Background: an optimization exercise with open tools, aiming at small area, a short achievable clock period and few clock cycles. Do not read the settings as production practice.

run A:
## ysyx_22050612_divider
module ysyx_22050612_divider(
	input clk,
	input rst,
	input div_valid,
	input flush,
	input divw,
	input div_signed,
	input [63:0]dividend,
	input [63:0]divisor,
	output div_ready,
	output out_valid,
	output [63:0]quotient,
	output [63:0]remainder
);
==> module ysyx_22050612_divider, before the edit <==
module ysyx_22050612_divider(
	input clk,
	input rst,
	input div_valid,
	input flush,
	input divw,
	input div_signed,
	input [63:0]dividend,
	input [63:0]divisor,
	output div_ready,
	output out_valid,
	output [63:0]quotient,
	output [63:0]remainder
);
reg        v1;
reg [63:0] xa1, xb1;    
reg        sa1, sb1;    
reg        w1, z1;      
reg [7:0]  la1, lb1;    
reg        busy;        
reg        done;        
reg        fixr;        
reg [63:0] rem;         
reg [63:0] dsr;         
reg [63:0] quo;         
reg [63:0] qal;         
reg [4:0]  cnt;         
reg        qneg, rneg;
wire go = v1 & ~busy;   
wire load1 = ~v1 | go;  
assign div_ready = load1;
assign out_valid = done;
wire sa = div_signed & (divw ? dividend[31] : dividend[63]);
wire sb = div_signed & (divw ? divisor[31]  : divisor[63]);
wire [63:0] xa = divw ? {32'b0, dividend[31:0] ^ {32{sa}}} : (dividend ^ {64{sa}});
wire [63:0] xb = divw ? {32'b0, divisor[31:0]  ^ {32{sb}}} : (divisor  ^ {64{sb}});
wire        bz = divw ? ~|divisor[31:0] : ~|divisor;
function [5:0] lead(input [31:0] x);
	reg [15:0] v1; reg [3:0] p1 [0:15];
	reg [7:0]  v2; reg [3:0] p2 [0:7];
	reg [3:0]  v3; reg [3:0] p3 [0:3];
	reg [1:0]  v4; reg [3:0] p4 [0:1];
	integer i;
	begin
		for (i = 0; i < 16; i = i + 1) begin
			v1[i] = x[2*i+1] | x[2*i];
			p1[i] = {3'b0, x[2*i+1]};
		end
		for (i = 0; i < 8; i = i + 1) begin
			v2[i] = v1[2*i+1] | v1[2*i];
			p2[i] = v1[2*i+1] ? {2'b0, 1'b1, p1[2*i+1][0]} : {2'b0, 1'b0, p1[2*i][0]};
		end
		for (i = 0; i < 4; i = i + 1) begin
			v3[i] = v2[2*i+1] | v2[2*i];
			p3[i] = v2[2*i+1] ? {1'b0, 1'b1, p2[2*i+1][1:0]} : {1'b0, 1'b0, p2[2*i][1:0]};
		end
		for (i = 0; i < 2; i = i + 1) begin
			v4[i] = v3[2*i+1] | v3[2*i];
			p4[i] = v3[2*i+1] ? {1'b1, p3[2*i+1][2:0]} : {1'b0, p3[2*i][2:0]};
		end
		lead = {v4[1] | v4[0], v4[1] ? {1'b1, p4[1]} : {1'b0, p4[0]}};
	end
endfunction
function [7:0] maglead(input [63:0] x, input s, input w);
	reg [5:0] ph, pl, nh, nl;
	reg [6:0] lp, ln;
	reg       m32, m64;
	begin
		ph = lead(x[63:32]);
		pl = lead(x[31:0]);
		nh = lead(~x[63:32]);
		nl = lead(~x[31:0]);
		lp = (!w && ph[5]) ? {1'b1, 1'b1, ph[4:0]} : {pl[5], 1'b0, pl[4:0]};
		ln = (!w && nh[5]) ? {1'b1, 1'b1, nh[4:0]} : {nl[5], 1'b0, nl[4:0]};
		m32 = &(x[31:1] | ~x[30:0]);
		m64 = m32 & (&(x[63:32] | ~x[62:31]));
		maglead = s ? {ln, w ? m32 : m64} : {lp, 1'b0};
	end
endfunction
wire [7:0] la = maglead(dividend, sa, divw);
wire [7:0] lb = maglead(divisor,  sb, divw);
always @(posedge clk) begin
	if (rst || flush) v1 <= 1'b0;
	else              v1 <= (div_valid & load1) | (v1 & ~go);
end
always @(posedge clk) begin
	if (load1) begin
		xa1 <= xa;
		xb1 <= xb;
		sa1 <= sa;
		sb1 <= sb;
		w1  <= divw;
		z1  <= bz;
		la1 <= la;
		lb1 <= lb;
	end
end
wire [7:0]  sh = {2'b0, la1[6:1]} - {2'b0, lb1[6:1]}
               + {7'b0, la1[0] & la1[7]} - {7'b0, lb1[0] & lb1[7]};
wire        qzero = ~(la1[7] | sa1) | sh[7];
wire [63:0] bb = xb1 + {63'b0, sb1};
wire [63:0] qz = w1 ? 64'h00000000FFFFFFFF : 64'hFFFFFFFFFFFFFFFF;
wire [66:0] ta = {3'b0, rem};
wire [66:0] t1 = ~{3'b0, dsr};
wire [66:0] t2 = ~{2'b0, dsr, 1'b0};
wire [66:0] s1 = ta - {3'b0, dsr};
wire [66:0] s2 = ta - {2'b0, dsr, 1'b0};
wire [66:0] cs = ta ^ t1 ^ t2;
wire [66:0] cc = {(ta[65:0] & t1[65:0]) | (ta[65:0] & t2[65:0]) | (t1[65:0] & t2[65:0]), 1'b1};
wire [66:0] s3 = cs - ~cc;
wire ge1 = ~s1[66];
wire ge2 = ~s2[66];
wire ge3 = ~s3[66];
wire [1:0] qd  = {ge2, ge3 | (ge1 & ~ge2)};
wire [1:0] qdm = {ge3, ge2 & ~ge3};           
wire [1:0] qdp = {ge1, ~ge1 | (ge2 & ~ge3)};  
wire [63:0] rnext = ge3 ? s3[63:0] : ge2 ? s2[63:0] : ge1 ? s1[63:0] : rem;
wire last = (cnt == 5'd0);
always @(posedge clk) begin
	if (rst || flush) begin
		busy <= 1'b0;
		done <= 1'b0;
	end else if (go) begin
		busy <= ~(z1 | qzero);
		done <= z1 | qzero;
	end else begin
		busy <= busy & ~last;
		done <= busy & last;
	end
end
always @(posedge clk) begin
	if (go) begin
		rem  <= xa1;
		dsr  <= bb << {sh[5:1], 1'b0};
		quo  <= z1 ? qz : 64'b0;
		qal  <= (sa1 ^ sb1) ? (z1 ? {qz[63:1], 1'b0} : 64'hFFFFFFFFFFFFFFFF) : 64'd1;
		cnt  <= sh[5:1];
		qneg <= sa1 ^ sb1;
		rneg <= sa1;
		fixr <= 1'b0;
	end else if (busy) begin
		fixr <= rneg & exact;
		rem  <= rnext;
		dsr  <= dsr >> 2;
		quo  <= {quo[61:0], qd};
		if (qneg) qal <= ge1 ? {quo[61:0], qdm} : {qal[61:0], 2'b11};
		else      qal <= ge3 ? {qal[61:0], 2'b00} : {quo[61:0], qdp};
		cnt  <= cnt - 5'd1;
	end
end
wire [63:0] ep = rem ^ ~{dsr[61:0], 2'b00};
wire [63:0] eg = rem & ~{dsr[61:0], 2'b00};
wire e4 = ~ep[0] & (&(ep[63:1] ^ eg[62:0])) & ~|dsr[63:62];
wire exact = (&s1) | (&s2) | (&s3) | e4;
wire fix = fixr;
assign quotient  = qneg ? ~(fix ? quo : qal) : (fix ? qal : quo);
assign remainder = rneg ? (fix ? 64'b0 : ~rem) : rem;
endmodule
clock: 10.0 ns
lec_check: 0
cap_margin: 20
core_margin: 2
core_utilization: 40
setup_slack_margin: 5
slew_margin: 20
run.sh (not shown) runs the stock make flow with config.mk's settings and CLKGATE_MAP_FILE= SYNTH_SCRIPT=/design/flow/synth_recipe.tcl, a recipe that flattens the netlist after the stock synthesis.
Per the final summary, run A finished and its layout is clean on timing, DRC and antenna.
[inputs] run B vs run A
diff --git a/flow/design.v b/flow/design.v
--- a/flow/design.v
+++ b/flow/design.v
@@ -133,21 +133,25 @@
 		rem  <= xa1;
 		dsr  <= bb << {sh[5:1], 1'b0};
 		quo  <= z1 ? qz : 64'b0;
 		qal  <= (sa1 ^ sb1) ? (z1 ? {qz[63:1], 1'b0} : 64'hFFFFFFFFFFFFFFFF) : 64'd1;
 		cnt  <= sh[5:1];
-		qneg <= sa1 ^ sb1;
-		rneg <= sa1;
 		fixr <= 1'b0;
-	end else if (busy) begin
-		fixr <= rneg & exact;
+	end else begin
 		rem  <= rnext;
 		dsr  <= dsr >> 2;
 		quo  <= {quo[61:0], qd};
 		if (qneg) qal <= ge1 ? {quo[61:0], qdm} : {qal[61:0], 2'b11};
 		else      qal <= ge3 ? {qal[61:0], 2'b00} : {quo[61:0], qdp};
 		cnt  <= cnt - 5'd1;
+		fixr <= rneg & exact;
+	end
+end
+always @(posedge clk) begin
+	if (go) begin
+		qneg <= sa1 ^ sb1;
+		rneg <= sa1;
 	end
 end
 wire [63:0] ep = rem ^ ~{dsr[61:0], 2'b00};
 wire [63:0] eg = rem & ~{dsr[61:0], 2'b00};
 wire e4 = ~ep[0] & (&(ep[63:1] ^ eg[62:0])) & ~|dsr[63:62];
### Flow results
Initial cell density of the core across run A and run B: no real change. Diff run A -> run B: maximum fanout along the worst path climbed 5; xor and xnor area share after synthesis went up; site row count went down 2.4%; total buffers and inverters traversed by the critical path went down. Going from run A to run B, worst endpoint data arrival time grows by 510 ps. Sort run A and run B by met3 wire length desc -> top: run B. Compared with run A, run B shows a lower wire length. Looking only at sequential share of layout area, and setting everything else aside, the lower value of run A and run B goes to run B. Looking only at setup slack, and setting everything else aside, the higher value of run A and run B goes to run A. From run A to run B the numbers moved as follows: post-CTS setup buffer count went down by 28; depth of the critical timing path with buffers and inverters included shows a reduction of 2; maximum frequency lost about 9%.
Function was not checked in any run of this note: the RTL went through the layout flow alone.

separate check: timing with driven ports:
How much do the figures lean on ideal ports? The routed layouts below were timed once more, with nothing changed but the port constraints. Step 1: set_driving_cell puts a clkbuf_16 on clk and a buf_2 on each other input, an assumption about the parent block. Step 2 times the ports against the registers' clock, not the clock port: input delays grow and output delays shrink by t, the midpoint of the rising clock arrivals with the driver on. Slacks: ideal ports / drivers / drivers and shift; pairs: ideal ports / drivers.
run | shift t [ns] | slack for setup (ns) | worst data-port slew with drivers (ns)
run A | 0.720 | 4.940 / 4.940 / 4.509 | 0.09
run B | 0.718 | 4.460 / 4.460 / 4.460 | 0.09
After both steps every run listed still meets setup and hold. The setup slack of run A, which loses most, moves by 0.000 ns with the drivers and by -0.431 ns with both steps.
